This design comes from an exercise in tuning for small area and a short achievable clock period on the open sky130 flow, not from production work.
Where RTL was checked, it was by simulation tests only, not by an equivalence proof against the original.
Power is estimated from default activity; no workload was simulated.

## alu
module alu #(
    parameter INST_W = 4,
    parameter INT_W  = 6,
    parameter FRAC_W = 10,
    parameter DATA_W = INT_W + FRAC_W
)(
    input                      i_clk,
    input                      i_rst_n,
    input                      i_in_valid,
    output                     o_busy,
    input         [INST_W-1:0] i_inst,
    input  signed [DATA_W-1:0] i_data_a,
    input  signed [DATA_W-1:0] i_data_b,
    output                     o_out_valid,
    output        [DATA_W-1:0] o_data
);
    reg busy_r;      
    reg ovalid_r;
    always @(posedge i_clk or negedge i_rst_n) begin
        if (!i_rst_n) begin
            busy_r   <= 1'b0;
            ovalid_r <= 1'b0;
        end else begin
            busy_r   <= i_in_valid;
            ovalid_r <= busy_r;
        end
    end
    assign o_busy      = busy_r;
    assign o_out_valid = ovalid_r;
    wire [3:0]  op = i_inst;
    wire [15:0] a  = i_data_a;
    wire [15:0] b  = i_data_b;
    wire op_add = (op == 4'd0);
    wire op_sub = (op == 4'd1);
    wire op_mul = (op == 4'd2);
    wire op_acc = (op == 4'd3);
    wire op_sp  = (op == 4'd4);
    wire op_xor = (op == 4'd5);
    wire op_rs  = (op == 4'd6);
    wire op_lr  = (op == 4'd7);
    wire op_clz = (op == 4'd8);
    wire op_rm  = (op == 4'd9);
    wire a_neg   = a[15];
    wire a_hi    = ~a_neg & (|a[14:11]);           
    wire a_p0    = ~a_neg & ~(|a[14:11]);          
    wire a_m1    = a_neg & (&a[14:10]);            
    wire a_m2    = a_neg & (&a[14:11]) & ~a[10];   
    wire a_m3    = a_neg & (&a[14:12]) & ~a[11] & a[10];   
    wire sp_mid = a_p0 | a_m1 | a_m2 | a_m3;
    wire [16:0] ye = {b, 1'b0};
    wire [7:0]  b_one, b_two, b_neg;
    wire [7:0]  m_one, m_two, m_neg;
    wire [16:0] xe = {a[15], a};
    wire [16:0] xs = {a, 1'b0};
    genvar gi;
    generate for (gi = 0; gi < 8; gi = gi + 1) begin : g_benc
        assign b_one[gi] = ye[2*gi+1] ^ ye[2*gi];
        assign b_two[gi] = (ye[2*gi+2] & ~ye[2*gi+1] & ~ye[2*gi]) | (~ye[2*gi+2] & ye[2*gi+1] & ye[2*gi]);
        assign b_neg[gi] = ye[2*gi+2];
    end endgenerate
  ...
Size: roughly 2300 cells after synthesis, roughly 530 flip-flops, ~57 I/O pins, roughly 27000 um2 of cells after synthesis.
==> flow/config.mk <==
export PLATFORM = sky130hd
export DESIGN_NAME = alu
export DESIGN_NICKNAME = alu
export VERILOG_FILES = /design/flow/design.v
export SDC_FILE = /design/flow/constraint.sdc
export NUM_CORES = 4
export LEC_CHECK = 0
export ABC_CLOCK_PERIOD_IN_PS = 3500
export CAP_MARGIN = 20
export CORE_MARGIN = 2
export CORE_UTILIZATION = 50
export SETUP_SLACK_MARGIN = 5
export SLEW_MARGIN = 20
==> flow/constraint.sdc <==
create_clock -name core_clock -period 8.5 [get_ports {i_clk}]
set_input_delay 1.7000 -clock core_clock [delete_from_list [all_inputs] [get_ports {i_clk}]]
set_output_delay 1.7000 -clock core_clock [all_outputs]
set_load 0.01 [all_outputs]
run.sh (not shown) runs the stock make flow with config.mk's settings and CLKGATE_MAP_FILE= SYNTH_SCRIPT=/design/flow/synth_recipe.tcl, a recipe that flattens the netlist after the stock synthesis.
The first run ran to the end with no violations.
==> next run, changes <==
--- a/flow/design.v
+++ b/flow/design.v
@@ -633,14 +633,15 @@
     wire        z1  = &(~hx[6:1] ~^ (ha_[5:0] & hb_[5:0]));   
     wire        ok0 = (z0 & ~hx[0]) | (z1 & hx[0]);           
     wire        ok1 = (z0 & hx[0]) | (z1 & ~hx[0]);           
     wire        mul_ok = c25 ? ok1 : ok0;
     wire        p25 = hx[0] ^ c25;
     wire        p26 = hx[1] ^ ((ha_[0] & hb_[0]) | (hx[0] & c25));
     wire        mul_sgn = xa[15] ^ y_r[15];    
+    wire [15:0] mul_res = mul_ok ? {p25, lo[24:10]} : {mul_sgn, {15{~mul_sgn}}};
     wire [15:0] sp_res  = {5'd0, p26, p25, lo[24:16]};    
     wire [31:0] rot2 = {xa, xa} >> y_r[3:0];
     wire [15:0] rot  = rot2[15:0];
     reg  [15:0] rs_res;
     integer j;
     always @(*) begin
         for (j = 0; j < 16; j = j + 1)
@@ -653,24 +654,23 @@
             if (xa[j]) zcnt = 15 - j;
     end
     reg [12:0] match4;
     always @(*) begin
         for (j = 0; j < 13; j = j + 1)
             match4[j] = (xa[j+:4] == y_r[(15-j)-:4]);
     end
-    wire [15:0] res_m = s_sp_r ? sp_res : {p25, lo[24:10]};
+    wire [15:0] res_m = s_sp_r ? sp_res : mul_res;
     wire [15:0] res_o = ({16{s_sum_r}} & sum_sat)
-                      | ({16{s_mul_r}} & {mul_sgn, {15{~mul_sgn}}})
                       | ({16{s_xor_r}} & (xa ^ y_r))
                       | ({16{s_rs_r }} & rs_res)
                       | ({16{s_lr_r }} & rot)
                       | ({16{s_clz_r}} & {11'd0, zcnt})
                       | ({16{s_rm_r }} & {3'd0, match4});
     reg [15:0] odata_m, odata_o;
     reg        osel_m;
     always @(posedge i_clk) begin
         odata_m <= res_m;
         odata_o <= res_o;
-        osel_m  <= s_sp_r | (s_mul_r & mul_ok);
+        osel_m  <= s_mul_r | s_sp_r;
     end
     assign o_data = osel_m ? odata_m : odata_o;
 endmodule
Result:
- The changed run went through all stages and came out clean
- final cell count increases by 1.8%
- sequential share of layout area falls by 0.83 points
- final area rose by about 2%
- hold slack degrades by 31 ps
- area after synthesis came out higher by 2.0%
- setup slack improves by 500 ps
- clock-buffer cell count is lower by 5
- die area grows by 2.0%
- core utilization stays flat
The RTL of the first run of this note was laid out without a check of its function.

the baseline:
Another version of the RTL of alu (not shown whole).
For scale: ~2400 cells after synthesis, roughly 28000 sq um of cells after synthesis.
clock: 8.5 ns
lec_check: 0
abc_clock_period_in_ps: 3500
cap_margin: 20
core_margin: 2
core_utilization: 50
setup_slack_margin: 5
slew_margin: 20
> inputs changed (the baseline -> the candidate)
-- flow/design.v --
<<< the baseline, line 626
    wire [31:0] pr_a = {1'b1, mr[105], hs235, fs233, fs231, fs229, fs227, fs225, fs223, fs221, fs219, fs217, fs215, fs213, fs211, fs209, fs207, fs205, fs203, fs201, fs199, fs197, fs195, fs193, fs191, fs189, fs187, fs185, hs183, mr[5], mr[2], mr[0]};
    wire [31:0] pr_b = {1'b0, hc236, fc234, fc232, fc230, fc228, fc226, fc224, fc222, fc220, fc218, fc216, fc214, fc212, fc210, fc208, fc206, fc204, fc202, fc200, fc198, fc196, fc194, fc192, fc190, fc188, fc186, hc184, hc182, hs181, 1'b0, mr[1]};
    wire [24:0] kg0 = pr_a[24:0] & pr_b[24:0];
    wire [24:0] kp0 = pr_a[24:0] ^ pr_b[24:0];
    wire [24:0] kg1, kp1;
    assign kg1[0:0] = kg0[0:0];
    assign kp1[0:0] = kp0[0:0];
    assign kg1[24:1] = kg0[24:1] | (kp0[24:1] & kg0[23:0]);
    assign kp1[24:1] = kp0[24:1] & kp0[23:0];
    wire [24:0] kg2, kp2;
    assign kg2[1:0] = kg1[1:0];
    assign kp2[1:0] = kp1[1:0];
    assign kg2[24:2] = kg1[24:2] | (kp1[24:2] & kg1[22:0]);
    assign kp2[24:2] = kp1[24:2] & kp1[22:0];
    wire [24:0] kg3, kp3;
    assign kg3[3:0] = kg2[3:0];
    assign kp3[3:0] = kp2[3:0];
    assign kg3[24:4] = kg2[24:4] | (kp2[24:4] & kg2[20:0]);
    assign kp3[24:4] = kp2[24:4] & kp2[20:0];
    wire [24:0] kg4, kp4;
    assign kg4[7:0] = kg3[7:0];
    assign kp4[7:0] = kp3[7:0];
    assign kg4[24:8] = kg3[24:8] | (kp3[24:8] & kg3[16:0]);
    assign kp4[24:8] = kp3[24:8] & kp3[16:0];
    wire [24:0] kg5, kp5;
    assign kg5[15:0] = kg4[15:0];
    assign kp5[15:0] = kp4[15:0];
    assign kg5[24:16] = kg4[24:16] | (kp4[24:16] & kg4[8:0]);
    assign kp5[24:16] = kp4[24:16] & kp4[8:0];
    wire [25:0] kc  = {kg5, 1'b0};             
    wire [24:0] ksel1 = {kp0[24:1] ^ (kg0[23:0] | kp0[23:0]), kp0[0]};    
    wire [24:0] ksel0 = {kp0[24:1] ^ kg0[23:0], kp0[0]};                 
    wire [25:0] lo;
    assign lo[25] = kc[25];
    assign lo[0]  = kp0[0];
    genvar gk;
    generate for (gk = 1; gk < 25; gk = gk + 1) begin : g_sum
        assign lo[gk] = kc[gk-1] ? ksel1[gk] : ksel0[gk];
    end endgenerate
    wire        c25 = lo[25];
    wire [6:0]  ha_ = pr_a[31:25], hb_ = pr_b[31:25];
    wire [6:0]  hx  = ha_ ^ hb_;
    wire        z0  = &(hx[6:1] ~^ (ha_[5:0] | hb_[5:0]));    
    wire        z1  = &(~hx[6:1] ~^ (ha_[5:0] & hb_[5:0]));   
    wire        ok0 = (z0 & ~hx[0]) | (z1 & hx[0]);           
    wire        ok1 = (z0 & hx[0]) | (z1 & ~hx[0]);           
    wire        mul_ok = c25 ? ok1 : ok0;
    wire        p25 = kc[24] ? (hx[0] ^ (kg0[24] | kp0[24])) : (hx[0] ^ kg0[24]);
    wire        p26 = hx[1] ^ ((ha_[0] & hb_[0]) | (hx[0] & c25));
    wire        mul_sgn = xa[15] ^ y_r[15];    
    wire [15:0] sp_res  = {5'd0, p26, p25, lo[24:16]};    
    wire [31:0] rot2 = {xa, xa} >> y_r[3:0];
>>> the candidate, line 626
    wire [31:0] pr_a = {1'b1, mr[105], hs235, fs233, fs231, fs229, fs227, fs225, fs223, fs221, fs219, fs217, fs215, fs213, fs211, fs209, fs207, fs205, fs203, fs201, fs199, fs197, fs195, fs193, fs191, fs189, fs187, fs185, hs183, mr[5], mr[2], mr[0]};
    wire [31:0] pr_b = {1'b0, hc236, fc234, fc232, fc230, fc228, fc226, fc224, fc222, fc220, fc218, fc216, fc214, fc212, fc210, fc208, fc206, fc204, fc202, fc200, fc198, fc196, fc194, fc192, fc190, fc188, fc186, hc184, hc182, hs181, 1'b0, mr[1]};
    wire [25:0] lo  = {1'b0, pr_a[24:0]} + {1'b0, pr_b[24:0]};
    wire        c25 = lo[25];
    wire [6:0]  hi  = pr_a[31:25] + pr_b[31:25];
    wire        ok0 = (hi == 7'd0)   | (hi == 7'd127);    
    wire        ok1 = (hi == 7'd127) | (hi == 7'd126);
    wire        mul_ok = c25 ? ok1 : ok0;
    wire        p25 = hi[0] ^ c25;
    wire        p26 = hi[1] ^ (hi[0] & c25);
    wire        mul_sgn = xa[15] ^ y_r[15];    
    wire [15:0] mul_res = mul_ok ? {p25, lo[24:10]} : {mul_sgn, {15{~mul_sgn}}};
    wire [15:0] sp_res  = {5'd0, p26, p25, lo[24:16]};    
    wire [31:0] rot2 = {xa, xa} >> y_r[3:0];
<<< the baseline, line 694
            match4[j] = (xa[j+:4] == y_r[(15-j)-:4]);
    end
    wire [15:0] res_m = s_sp_r ? sp_res : {p25, lo[24:10]};
    wire [15:0] res_o = ({16{s_sum_r}} & sum_sat)
                      | ({16{s_mul_r}} & {mul_sgn, {15{~mul_sgn}}})
                      | ({16{s_xor_r}} & (xa ^ y_r))
                      | ({16{s_rs_r }} & rs_res)
>>> the candidate, line 656
            match4[j] = (xa[j+:4] == y_r[(15-j)-:4]);
    end
    wire [15:0] res_m = s_sp_r ? sp_res : mul_res;
    wire [15:0] res_o = ({16{s_sum_r}} & sum_sat)
                      | ({16{s_xor_r}} & (xa ^ y_r))
                      | ({16{s_rs_r }} & rs_res)
<<< the baseline, line 707
        odata_m <= res_m;
        odata_o <= res_o;
        osel_m  <= s_sp_r | (s_mul_r & mul_ok);
    end
    assign o_data = osel_m ? odata_m : odata_o;
>>> the candidate, line 668
        odata_m <= res_m;
        odata_o <= res_o;
        osel_m  <= s_mul_r | s_sp_r;
    end
    assign o_data = osel_m ? odata_m : odata_o;
Looking at routed length on met3 across the baseline and the candidate, the one that comes out lower is the baseline.
From the baseline to the candidate the numbers moved as follows: area occupied by registers has remained practically unchanged; area of all placed cells without fillers has decreased.
The critical path capture point comes out odata_m[7]$_DFF_P_ in one run and odata_m[8]$_DFF_P_ in the other, namely in the candidate and the baseline respectively.
Relative to the baseline, critical path depth has decreased by 2 in the candidate.
Relative to the baseline, required time reported for the critical path endpoint decreased by 0.08 ns in the candidate.
Relative to the baseline, the synthesized instance count of the candidate is lower by about 2.3%.
Comparing the candidate with the baseline, the utilization after layout came out essentially unchanged.
Going from the baseline to the candidate, overall power shrank by more than 10%.
Taking the baseline as the reference point, the maximum frequency of the candidate falls by about 6%.
The candidate against the baseline: die width now sits lower; placeable core region now sits lower; sum of met2 wire segment lengths after detailed routing now sits lower.
No functional check of the RTL was part of any run of this note.

== rev 12 ==
Another version of the RTL of alu (not shown whole).
Size: roughly 520 flip-flops, roughly 57 I/O pins, roughly 27000 sq um of cells after synthesis.
clock: 8.5 ns
lec_check: 0
abc_clock_period_in_ps: 3500
cap_margin: 20
core_margin: 2
core_utilization: 50
cts_buf_list: sky130_fd_sc_hd__clkbuf_8
setup_slack_margin: 4.8
slew_margin: 20
## Diff of input files: rev 13 against rev 12
--- a/flow/design.v
+++ b/flow/design.v
@@ -453,24 +453,34 @@
     assign fc124 = (pp6[11] & pp7[9]) | (pp6[11] & hc56) | (pp7[9] & hc56);
     assign fs125 = kc24_0 ^ pp5[14] ^ pp6[12];
     assign fc126 = (kc24_0 & pp5[14]) | (kc24_0 & pp6[12]) | (pp5[14] & pp6[12]);
     assign hs127 = pp7[10] ^ ~pp4[16];
     assign hc128 = pp7[10] & ~pp4[16];
     assign fs129 = kc25_0 ^ pp5[15] ^ pp6[13];
     assign fc130 = (kc25_0 & pp5[15]) | (kc25_0 & pp6[13]) | (pp5[15] & pp6[13]);
     assign hs131 = kc26_0 ^ pp6[14];
     assign hc132 = kc26_0 & pp6[14];
-    wire [15:0] x_d = a;
+    reg  [19:0] acc [0:15];
+    reg  [15:0] acc_v;
+    wire [15:0] a_dec = 16'd1 << a[3:0];
+    reg  [19:0] acc_rd;
+    integer k;
+    always @(*) begin
+        acc_rd = 20'd0;
+        for (k = 0; k < 16; k = k + 1)
+            acc_rd = acc_rd | ({20{a_dec[k] & acc_v[k]}} & acc[k]);
+    end
+    wire [19:0] x_d = op_acc ? acc_rd : {{4{a[15]}}, a};
     wire [15:0] y_d = op_sub ? ~b :
                       op_lr  ? {b[15:4], 4'd0 - b[3:0]} :
                       op_sp  ? 16'd0 :
                       b;
-    reg [15:0] x_r;
+    reg [19:0] x_r;
     reg [15:0] y_r;
     reg [3:0]  idx_r;
     reg [105:0] mr;
     reg s_acc_r, s_sum_r, s_cin_r, s_mul_r, s_sp_r, s_xor_r;
     reg s_rs_r, s_lr_r, s_clz_r, s_rm_r;
     always @(posedge i_clk) begin
         x_r        <= x_d;
         y_r        <= y_d;
         idx_r      <= a[3:0];
@@ -480,32 +490,23 @@
         s_cin_r    <= op_sub;
         s_mul_r    <= op_mul;
         s_sp_r     <= op_sp & sp_mid;
         s_xor_r    <= op_xor | (op_sp & a_hi);
         s_rs_r     <= op_rs;
         s_lr_r     <= op_lr;
         s_clz_r    <= op_clz;
         s_rm_r     <= op_rm;
     end
-    wire [15:0] xa = x_r;
-    reg  [19:0] acc [0:15];
-    reg  [15:0] acc_v;
+    wire [15:0] xa = x_r[15:0];
     wire [15:0] idx_dec = 16'd1 << idx_r;
-    reg  [19:0] op1;
-    integer k;
-    always @(*) begin
-        op1 = {20{~s_acc_r}} & {{4{x_r[15]}}, x_r};
-        for (k = 0; k < 16; k = k + 1)
-            op1 = op1 | ({20{s_acc_r & idx_dec[k] & acc_v[k]}} & acc[k]);
-    end
-    wire [15:0] slo = {1'b0, op1[14:0]} + {1'b0, y_r[14:0]} + {15'd0, s_cin_r};
+    wire [15:0] slo = {1'b0, x_r[14:0]} + {1'b0, y_r[14:0]} + {15'd0, s_cin_r};
     wire        c15 = slo[15];
-    wire [4:0]  shi = op1[19:15] + {5{y_r[15]}};
+    wire [4:0]  shi = x_r[19:15] + {5{y_r[15]}};
     wire [4:0]  shi1 = shi + 5'd1;
     wire [19:0] sum = {c15 ? shi1 : shi, slo[14:0]};
     wire        sok0 = (shi == 5'd0)  | (shi == 5'd31);
     wire        sok1 = (shi == 5'd31) | (shi == 5'd30);
     wire        sum_ok = c15 ? sok1 : sok0;
     wire [15:0] sum_sat = sum_ok ? sum[15:0] : {sum[19], {15{~sum[19]}}};
     wire acc_we = busy_r & s_acc_r;
     always @(posedge i_clk or negedge i_rst_n) begin
         if (!i_rst_n)
## What came out
- The power share of the combinational group reported for rev 13 is smaller than that of rev 12 by 1.2 points.
- Rev 13 ended up with fa_1 as its cell with the largest stage delay on the worst path; rev 12 ended up with o311a_4.
- Taking rev 12 as the reference, in rev 13 total clock buffers created by CTS -2, worst hold slack -0.012 ns.
- Looking at rev 13 and rev 12, the share of flip-flops with an asynchronous set or reset is a wash.
- Diff rev 13 and rev 12: register share of total power higher in rev 13
- The higher maximum clock rate of rev 13 and rev 12 is in rev 13.
- [compare] base=rev 12 new=rev 13: critical path's largest stage delay now larger, total power saw a decrease, detailed-route wire length went down 5.6%, number of standard cells in the final layout excluding fillers increased 26.
For rev 12, only the layout was checked, not whether the RTL still works.

## separate check: timing with driven ports
The flow's constraints put no driver on any port. The routed layouts listed below were extracted and timed again, unchanged, in two steps.
Step 1 assumes that a clkbuf_16 drives the clock port and a buf_2 every other input.
Step 2, shift: input delay + t, output delay - t, t = (earliest + latest rising clock arrival at the registers) / 2. This alone moves slack from input paths to output paths.
a / b / c = ideal / step 1 / step 2; a / b = the first two.
| run | shift t [ns] | setup slack, ns | hold WS [ns] | slew at the worst register clock pin (ns) |
|---|---|---|---|---|
| the first run of note 1 | 0.676 | 4.283 / 4.283 / 4.231 | 0.458 / 0.458 / 0.458 | 0.07 / 0.07 |
| the second run of note 1 | 0.677 | 4.786 / 4.786 / 4.240 | 0.427 / 0.427 / 0.427 | 0.07 / 0.07 |
| the baseline | 0.676 | 4.819 / 4.819 / 4.306 | 0.428 / 0.428 / 0.428 | 0.07 / 0.07 |
| the candidate | 0.690 | 4.582 / 4.582 / 4.251 | 0.417 / 0.417 / 0.417 | 0.07 / 0.07 |
| rev 12 | 0.737 | 4.105 / 4.105 / 4.087 | 0.464 / 0.464 / 0.464 | 0.07 / 0.07 |
| rev 13 | 0.716 | 4.679 / 4.679 / 4.104 | 0.452 / 0.452 / 0.452 | 0.07 / 0.07 |
After both steps every run listed still meets setup and hold. For rev 13, which loses most, drivers alone change the setup slack by 0.000 ns; drivers and shift together by -0.575 ns.
